Background: an optimization exercise with open tools, aiming at small area. Do not read the settings as production practice.
At most, simulation tests tie the RTL to the original design; equivalence was not proved.

north:
==> flow/design.v (excerpt) <==
module ibis_texture_mapper
#(parameter TILE_SIZE_POW2_MAX = 9,
  parameter WIDTH = 11)
 (input wire logic aclk,
  input wire logic aresetn,
  input wire logic enable,
  input wire logic unsigned [6:0] write_registers,
  input wire logic unsigned [WIDTH - 1:0] x,
  input wire logic unsigned [WIDTH - 1:0] y,
  input wire logic unsigned [2:0] texture_power2,
  input wire logic signed [17:0] texture_matrixA,
  input wire logic signed [17:0] texture_matrixB,
  input wire logic signed [17:0] texture_matrixC,
  input wire logic signed [17:0] texture_matrixD,
  input wire logic signed [17:0] texture_translateX,
  input wire logic signed [17:0] texture_translateY,
  output logic unsigned [(TILE_SIZE_POW2_MAX * 2) - 1:0] map_address,
  output logic stencil_test,
  output logic stencil_step,
  output logic ready);
clock: 10.0 ns
lec_check: 0
abc_area: 1
cap_margin: 20
core_margin: 2
core_utilization: 55
place_density: 0.75
slew_margin: 20
standard.sh (not shown) runs the stock make flow with config.mk's settings and CLKGATE_MAP_FILE= SYNTH_SCRIPT=/design/flow/synth_recipe.tcl, a recipe that flattens the netlist after the stock synthesis.
==> flow/flow/run.sh <==
#!/bin/bash
set -euo pipefail
here=$(pwd)
rm -rf "$here/orfs_scripts"
cp -r "$FLOW_HOME/scripts" "$here/orfs_scripts"
cp "$here/flow/abc_area.script" "$here/orfs_scripts/abc_area.script"
export SCRIPTS_DIR="$here/orfs_scripts"
export SYNTH_ARGS="-noabc"
export BUFFER_PORTS_ARGS="-buffer_cell sky130_fd_sc_hd__buf_1"
export CTS_ARGS="-sink_clustering_enable -repair_clock_nets -dont_use_dummy_load -sink_clustering_size 10 -sink_clustering_max_diameter 40 -buf_list sky130_fd_sc_hd__clkbuf_4"
bash standard.sh > standard.log 2>&1
==> flow/flow/abc_area.script <==
strash
dc2
dch -f
amap
topo
Relative to north, the following input files were edited for south:
--- a/flow/design.v
+++ b/flow/design.v
@@ -55,43 +55,43 @@
     if(wr & write_registers[1]) r_B <= texture_matrixB;
     if(wr & write_registers[2]) r_C <= texture_matrixC;
     if(wr & write_registers[3]) r_D <= texture_matrixD;
   end
   wire useT_y = ph2 | ph3 | ph4 | ph6 | ph8;
   wire [17:0] tsel = useT_y ? (r_Ty & {18{r_w[5]}}) : (r_Tx & {18{r_w[4]}});
   logic [9:0] r_xh, r_yh;
   wire [9:0] xyh_n;
-  wire tlo_nz = |tsel[7:0];
+  wire tlo_nz = useT_y ? (r_w[5] & |r_Ty[7:0]) : (r_w[4] & |r_Tx[7:0]);
   ibis_tm_rca #(10) u_xyh(.a({1'b0, ph3 ? y[8:0] : x[8:0]}), .b(~tsel[17:8]), .ci(~tlo_nz), .s(xyh_n));
   always_ff @(posedge aclk) begin
     if(enable & ph1) r_xh <= xyh_n;
     if(enable & ph3) r_yh <= xyh_n;
   end
   wire useY = ph2 | ph4 | ph6 | ph8;
   wire hi   = ph3 | ph4 | ph7 | ph8;
   wire start = ph1 | ph5;
   wire [9:0] hv = useY ? r_yh : r_xh;
-  wire [10:0] win = hi ? {hv, 1'b0} : {tlo_nz, tlo_nz, tsel[7:0], 1'b0};
+  wire [10:0] win = hi ? {hv, 1'b0} : ~{tlo_nz, tlo_nz, tsel[7:0], 1'b0};
   wire selA = enable & (ph1 | ph3);
   wire selB = enable & (ph2 | ph4);
   wire selC = enable & (ph5 | ph7);
   wire selD = enable & (ph6 | ph8);
   wire [17:0] msel = ({18{selA & r_w[0]}} & r_A) | ({18{selB & r_w[1]}} & r_B)
                    | ({18{selC & r_w[2]}} & r_C) | ({18{selD & r_w[3]}} & r_D)
                    | {9'b0, (selA & ~r_w[0]) | (selD & ~r_w[3]), 8'b0};
   logic signed [27:0] r_S;
   logic signed [27:0] acc_in;
   always_comb begin
     if(enable & start) acc_in = 28'sd1 << (17 + r_tp);
     else if(enable & (ph3 | ph7)) acc_in = r_S >>> 8;
     else acc_in = r_S;
   end
   wire [27:0] sum;
-  ibis_tm_mac u_mac(.m(msel), .win(win), .flip(~hi), .acc(acc_in), .sum(sum));
+  ibis_tm_mac u_mac(.m(msel), .win(win), .acc(acc_in), .sum(sum));
   always_ff @(posedge aclk) begin
     r_S <= sum;
   end
   function automatic logic zero_hi(input logic [27:0] h, input logic [2:0] tp);
     logic [7:0] m;
     m = 8'hff << tp;  
     zero_hi = ~|h[27:18] & ~|(h[17:10] & m);
   endfunction
@@ -129,40 +129,40 @@
   always_ff @(posedge aclk) begin
     if(enable & ph9) r_addr <= addr_n;
   end
   assign map_address = r_addr;
   assign ready = ph9;
   assign stencil_test = r_sx & (ph9 ? z_S : r_sy);
   assign stencil_step = ph9 ? step_n : r_step;
 endmodule
-module ibis_tm_mac(input wire [17:0] m, input wire [10:0] win, input wire flip, input wire [27:0] acc, output wire [27:0] sum);
+module ibis_tm_mac(input wire [17:0] m, input wire [10:0] win, input wire [27:0] acc, output wire [27:0] sum);
   wire [18:0] m1 = {m[17], m};
   wire [18:0] m2 = {m, 1'b0};
-  wire neg0 = win[2] ^ flip;
+  wire neg0 = win[2];
   wire one0 = win[1] ^ win[0];
   wire two0 = (win[2] & ~win[1] & ~win[0]) | (~win[2] & win[1] & win[0]);
   wire [18:0] r0 = ((m1 ^ {19{neg0}}) & {19{one0}}) | ((m2 ^ {19{neg0}}) & {19{two0}});
   wire nz0 = neg0 & (one0 | two0);
-  wire neg1 = win[4] ^ flip;
+  wire neg1 = win[4];
   wire one1 = win[3] ^ win[2];
   wire two1 = (win[4] & ~win[3] & ~win[2]) | (~win[4] & win[3] & win[2]);
   wire [18:0] r1 = ((m1 ^ {19{neg1}}) & {19{one1}}) | ((m2 ^ {19{neg1}}) & {19{two1}});
   wire nz1 = neg1 & (one1 | two1);
-  wire neg2 = win[6] ^ flip;
+  wire neg2 = win[6];
   wire one2 = win[5] ^ win[4];
   wire two2 = (win[6] & ~win[5] & ~win[4]) | (~win[6] & win[5] & win[4]);
   wire [18:0] r2 = ((m1 ^ {19{neg2}}) & {19{one2}}) | ((m2 ^ {19{neg2}}) & {19{two2}});
   wire nz2 = neg2 & (one2 | two2);
-  wire neg3 = win[8] ^ flip;
+  wire neg3 = win[8];
   wire one3 = win[7] ^ win[6];
   wire two3 = (win[8] & ~win[7] & ~win[6]) | (~win[8] & win[7] & win[6]);
   wire [18:0] r3 = ((m1 ^ {19{neg3}}) & {19{one3}}) | ((m2 ^ {19{neg3}}) & {19{two3}});
   wire nz3 = neg3 & (one3 | two3);
-  wire neg4 = win[10] ^ flip;
+  wire neg4 = win[10];
   wire one4 = win[9] ^ win[8];
   wire two4 = (win[10] & ~win[9] & ~win[8]) | (~win[10] & win[9] & win[8]);
   wire [18:0] r4 = ((m1 ^ {19{neg4}}) & {19{one4}}) | ((m2 ^ {19{neg4}}) & {19{two4}});
   wire nz4 = neg4 & (one4 | two4);
   wire t1 = r0[8] ^ r1[6];
   wire t2 = r0[8] & r1[6];
   wire t3 = r0[9] ^ r1[7];
   wire t4 = r0[9] & r1[7];
Notes after the runs:
- Going from north to south, final worst-path cycle share fell 2.6 points, number of global-route vias before repair has increased.
- Non-clock inverter total of the final layout of south falls short of that of north by more than 10%.
- Layout buffer count excluding clock buffers: lower on north
- Cell count: south lower than north
Function not checked in south: the RTL went through the layout flow alone.

* * *

Setup of job 9086:
Starting RTL as in the previous note.
==> module ibis_texture_mapper, before the edit <==
module ibis_texture_mapper
#(parameter TILE_SIZE_POW2_MAX = 9,
  parameter WIDTH = 11)
 (input wire logic aclk,
  input wire logic aresetn,
  input wire logic enable,
  input wire logic unsigned [6:0] write_registers,
  input wire logic unsigned [WIDTH - 1:0] x,
  input wire logic unsigned [WIDTH - 1:0] y,
  input wire logic unsigned [2:0] texture_power2,
  input wire logic signed [17:0] texture_matrixA,
  input wire logic signed [17:0] texture_matrixB,
  input wire logic signed [17:0] texture_matrixC,
  input wire logic signed [17:0] texture_matrixD,
  input wire logic signed [17:0] texture_translateX,
  input wire logic signed [17:0] texture_translateY,
  output logic unsigned [(TILE_SIZE_POW2_MAX * 2) - 1:0] map_address,
  output logic stencil_test,
  output logic stencil_step,
  output logic ready);
  logic [4:0] r_js;
  always_ff @(posedge aclk) begin
    if(!aresetn) r_js <= 5'b00000;
    else if(enable) r_js <= {r_js[3:0], ~r_js[4]};
  end
  wire ph0 = ~r_js[4] & ~r_js[0];
  wire ph1 =  r_js[0] & ~r_js[1];
  wire ph2 =  r_js[1] & ~r_js[2];
  wire ph3 =  r_js[2] & ~r_js[3];
  wire ph4 =  r_js[3] & ~r_js[4];
  wire ph5 =  r_js[4] &  r_js[0];
  wire ph6 = ~r_js[0] &  r_js[1];
  wire ph7 = ~r_js[1] &  r_js[2];
  wire ph8 = ~r_js[2] &  r_js[3];
  wire ph9 = ~r_js[3] &  r_js[4];
  logic [2:0] r_tp;  
  logic signed [17:0] r_A, r_B, r_C, r_D, r_Tx, r_Ty;
  logic [5:0] r_w;
  wire wr = enable & ph0;
  always_ff @(posedge aclk) begin
    if(!aresetn) begin
      r_tp <= 3'd4;
      r_w <= 6'b0;
    end else begin
      if(wr & write_registers[6]) r_tp <= texture_power2;
      if(wr) r_w <= r_w | write_registers[5:0];
    end
  end
  always_ff @(posedge aclk) begin
    if(wr & write_registers[4]) r_Tx <= texture_translateX;
    if(wr & write_registers[5]) r_Ty <= texture_translateY;
    if(wr & write_registers[0]) r_A <= texture_matrixA;
    if(wr & write_registers[1]) r_B <= texture_matrixB;
    if(wr & write_registers[2]) r_C <= texture_matrixC;
    if(wr & write_registers[3]) r_D <= texture_matrixD;
  end
  wire useT_y = ph2 | ph3 | ph4 | ph6 | ph8;
  wire [17:0] tsel = useT_y ? (r_Ty & {18{r_w[5]}}) : (r_Tx & {18{r_w[4]}});
  logic [9:0] r_xh, r_yh;
  wire [9:0] xyh_n;
  wire tlo_nz = |tsel[7:0];
  ibis_tm_rca #(10) u_xyh(.a({1'b0, ph3 ? y[8:0] : x[8:0]}), .b(~tsel[17:8]), .ci(~tlo_nz), .s(xyh_n));
  always_ff @(posedge aclk) begin
    if(enable & ph1) r_xh <= xyh_n;
    if(enable & ph3) r_yh <= xyh_n;
  end
  wire useY = ph2 | ph4 | ph6 | ph8;
  wire hi   = ph3 | ph4 | ph7 | ph8;
  wire start = ph1 | ph5;
  wire [9:0] hv = useY ? r_yh : r_xh;
  wire [10:0] win = hi ? {hv, 1'b0} : {tlo_nz, tlo_nz, tsel[7:0], 1'b0};
  wire selA = enable & (ph1 | ph3);
  wire selB = enable & (ph2 | ph4);
  wire selC = enable & (ph5 | ph7);
  wire selD = enable & (ph6 | ph8);
  wire [17:0] msel = ({18{selA & r_w[0]}} & r_A) | ({18{selB & r_w[1]}} & r_B)
                   | ({18{selC & r_w[2]}} & r_C) | ({18{selD & r_w[3]}} & r_D)
                   | {9'b0, (selA & ~r_w[0]) | (selD & ~r_w[3]), 8'b0};
  logic signed [27:0] r_S;
  logic signed [27:0] acc_in;
  always_comb begin
    if(enable & start) acc_in = 28'sd1 << (17 + r_tp);
    else if(enable & (ph3 | ph7)) acc_in = r_S >>> 8;
    else acc_in = r_S;
  end
  wire [27:0] sum;
  ibis_tm_mac u_mac(.m(msel), .win(win), .flip(~hi), .acc(acc_in), .sum(sum));
  always_ff @(posedge aclk) begin
    r_S <= sum;
  end
  function automatic logic zero_hi(input logic [27:0] h, input logic [2:0] tp);
    logic [7:0] m;
    m = 8'hff << tp;  
    zero_hi = ~|h[27:18] & ~|(h[17:10] & m);
  endfunction
  wire z_S = zero_hi(r_S, r_tp);
  logic [8:0] r_uk;  
  logic r_zu;        
  always_ff @(posedge aclk) begin
    if(enable & ph5) begin
      r_uk <= r_S[16:8];
      r_zu <= z_S;
    end
  end
  wire step_n = ~r_uk[r_tp] & ~r_S[8 + r_tp];  
  logic r_sx, r_sy, r_step;
  always_ff @(posedge aclk) begin
    if(!aresetn) begin
      r_sx <= 1'b0;
      r_sy <= 1'b0;
    end else begin
      if(enable & ph6) r_sx <= r_zu;
      if(enable & ph9) r_sy <= z_S;
    end
  end
  always_ff @(posedge aclk) begin
    if(enable & ph9) r_step <= step_n;
  end
  logic [17:0] r_addr;
  wire [17:0] addr_n;
  wire [8:0] amask = ~(9'h1fc << r_tp);
  wire [17:0] av = {9'b0, r_S[16:8] & amask} << 2;
  wire [17:0] av1 = r_tp[0] ? {av[16:0], 1'b0} : av;
  wire [17:0] av2 = r_tp[1] ? {av1[15:0], 2'b0} : av1;
  wire [17:0] av3 = r_tp[2] ? {av2[13:0], 4'b0} : av2;
  assign addr_n = av3 | {9'b0, r_uk & amask};
  always_ff @(posedge aclk) begin
    if(enable & ph9) r_addr <= addr_n;
  end
  assign map_address = r_addr;
  assign ready = ph9;
  assign stencil_test = r_sx & (ph9 ? z_S : r_sy);
  assign stencil_step = ph9 ? step_n : r_step;
endmodule
export LEC_CHECK = 0
export ABC_AREA = 1
export CAP_MARGIN = 20
export CORE_MARGIN = 2
export CORE_UTILIZATION = 55
export PLACE_DENSITY = 0.75
export SLEW_MARGIN = 20
create_clock -name core_clock -period 10.0 [get_ports {aclk}]
==> flow/flow/abc_area.script <==
strash
dc2
dch -f
amap
topo
stime -c
buffer -c
upsize -c
dnsize -c
Scripts as last shown in full above: flow/flow/run.sh
Input-level comparison between job 5018 and job 9086:
--- a/flow/design.v
+++ b/flow/design.v
@@ -92,34 +92,34 @@
   end
   function automatic logic zero_hi(input logic [27:0] h, input logic [2:0] tp);
     logic [7:0] m;
     m = 8'hff << tp;  
     zero_hi = ~|h[27:18] & ~|(h[17:10] & m);
   endfunction
-  wire z_S = zero_hi(r_S, r_tp);
   logic [8:0] r_uk;  
   logic r_zu;        
   always_ff @(posedge aclk) begin
-    if(enable & ph5) begin
-      r_uk <= r_S[16:8];
-      r_zu <= z_S;
+    if(enable & ph4) begin
+      r_uk <= sum[16:8];
+      r_zu <= zero_hi(sum, r_tp);
     end
   end
-  wire step_n = ~r_uk[r_tp] & ~r_S[8 + r_tp];  
   logic r_sx, r_sy, r_step;
   always_ff @(posedge aclk) begin
     if(!aresetn) begin
       r_sx <= 1'b0;
       r_sy <= 1'b0;
     end else begin
       if(enable & ph6) r_sx <= r_zu;
-      if(enable & ph9) r_sy <= z_S;
+      if(enable & ph8) r_sy <= zero_hi(sum, r_tp);
     end
   end
   always_ff @(posedge aclk) begin
-    if(enable & ph9) r_step <= step_n;
+    if(enable & ph8) begin
+      r_step <= ~r_uk[r_tp] & ~sum[8 + r_tp];  
+    end
   end
   logic [17:0] r_addr;
   wire [17:0] addr_n;
   wire [8:0] amask = ~(9'h1fc << r_tp);
   wire [17:0] av = {9'b0, r_S[16:8] & amask} << 2;
   wire [17:0] av1 = r_tp[0] ? {av[16:0], 1'b0} : av;
@@ -128,14 +128,14 @@
   assign addr_n = av3 | {9'b0, r_uk & amask};
   always_ff @(posedge aclk) begin
     if(enable & ph9) r_addr <= addr_n;
   end
   assign map_address = r_addr;
   assign ready = ph9;
-  assign stencil_test = r_sx & (ph9 ? z_S : r_sy);
-  assign stencil_step = ph9 ? step_n : r_step;
+  assign stencil_test = r_sx & r_sy;
+  assign stencil_step = r_step;
 endmodule
 module ibis_tm_mac(input wire [17:0] m, input wire [10:0] win, input wire flip, input wire [27:0] acc, output wire [27:0] sum);
   wire [18:0] m1 = {m[17], m};
   wire [18:0] m2 = {m, 1'b0};
   wire neg0 = win[2] ^ flip;
   wire one0 = win[1] ^ win[0];
==> results.txt <==
Comparing job 5018 and job 9086, the lower share of the cycle needed by the critical path after routing is on job 9086. Job 5018 ends up with a net count after synthesis that is 1.2% lower than in job 9086. In the tables for job 5018 and job 9086, first-pass GRT wire length reads lower with job 5018. [compare] base=job 9086 new=job 5018: total global-route track usage held, post-synthesis instance area now smaller. The core occupancy in the finished layout reported for job 5018 is greater than that of job 9086 by 0.44 points. Compared to job 9086, job 5018 has synthesized-area fraction occupied by and/or/nand/nor cells 0.26 points lower. Re signed area change from the synthesized netlist to the final layout: job 5018 and job 9086 aren't equal, and the higher value belongs to job 5018. When job 5018 is measured against job 9086, its initial cell density of the core turns out 0.24 points lower. Delta (job 5018 minus job 9086): fraction of layout cells with a size suffix above 1 went up 0.86 points; total length of routed wires went down. Of job 5018 and job 9086, the lower total of plain and repair buffers excluding clock buffers belongs to job 9086.

-- re-timing with driven ports --
In the flow no input, the clock included, has a driving cell. The finished layouts below were timed again as built, in two steps.
Step 1 sets driving cells, clkbuf_16 on the clock port and buf_2 on the other inputs (assumed; they add their load-dependent delay and slew).
Step 2 times the ports against the registers' clock, not the clock port: input delays grow and output delays shrink by t, the midpoint of the rising clock arrivals with the driver on.
Slacks: ideal ports / drivers / drivers and shift; pairs: ideal ports / drivers.
run	t (ns)	setup slack, ns	worst slew at a driven data input, ns
north	0.678	0.869 / 0.869 / 0.353	0.05
south	0.664	1.131 / 1.152 / 0.488	0.05
job 9086	0.716	1.515 / 1.535 / 0.820	0.06
job 5018	0.670	0.766 / 0.790 / 0.120	0.05
After both steps every run listed still meets setup and hold. For job 9086, which loses most, drivers alone change the setup slack by +0.020 ns; drivers and shift together by -0.695 ns.
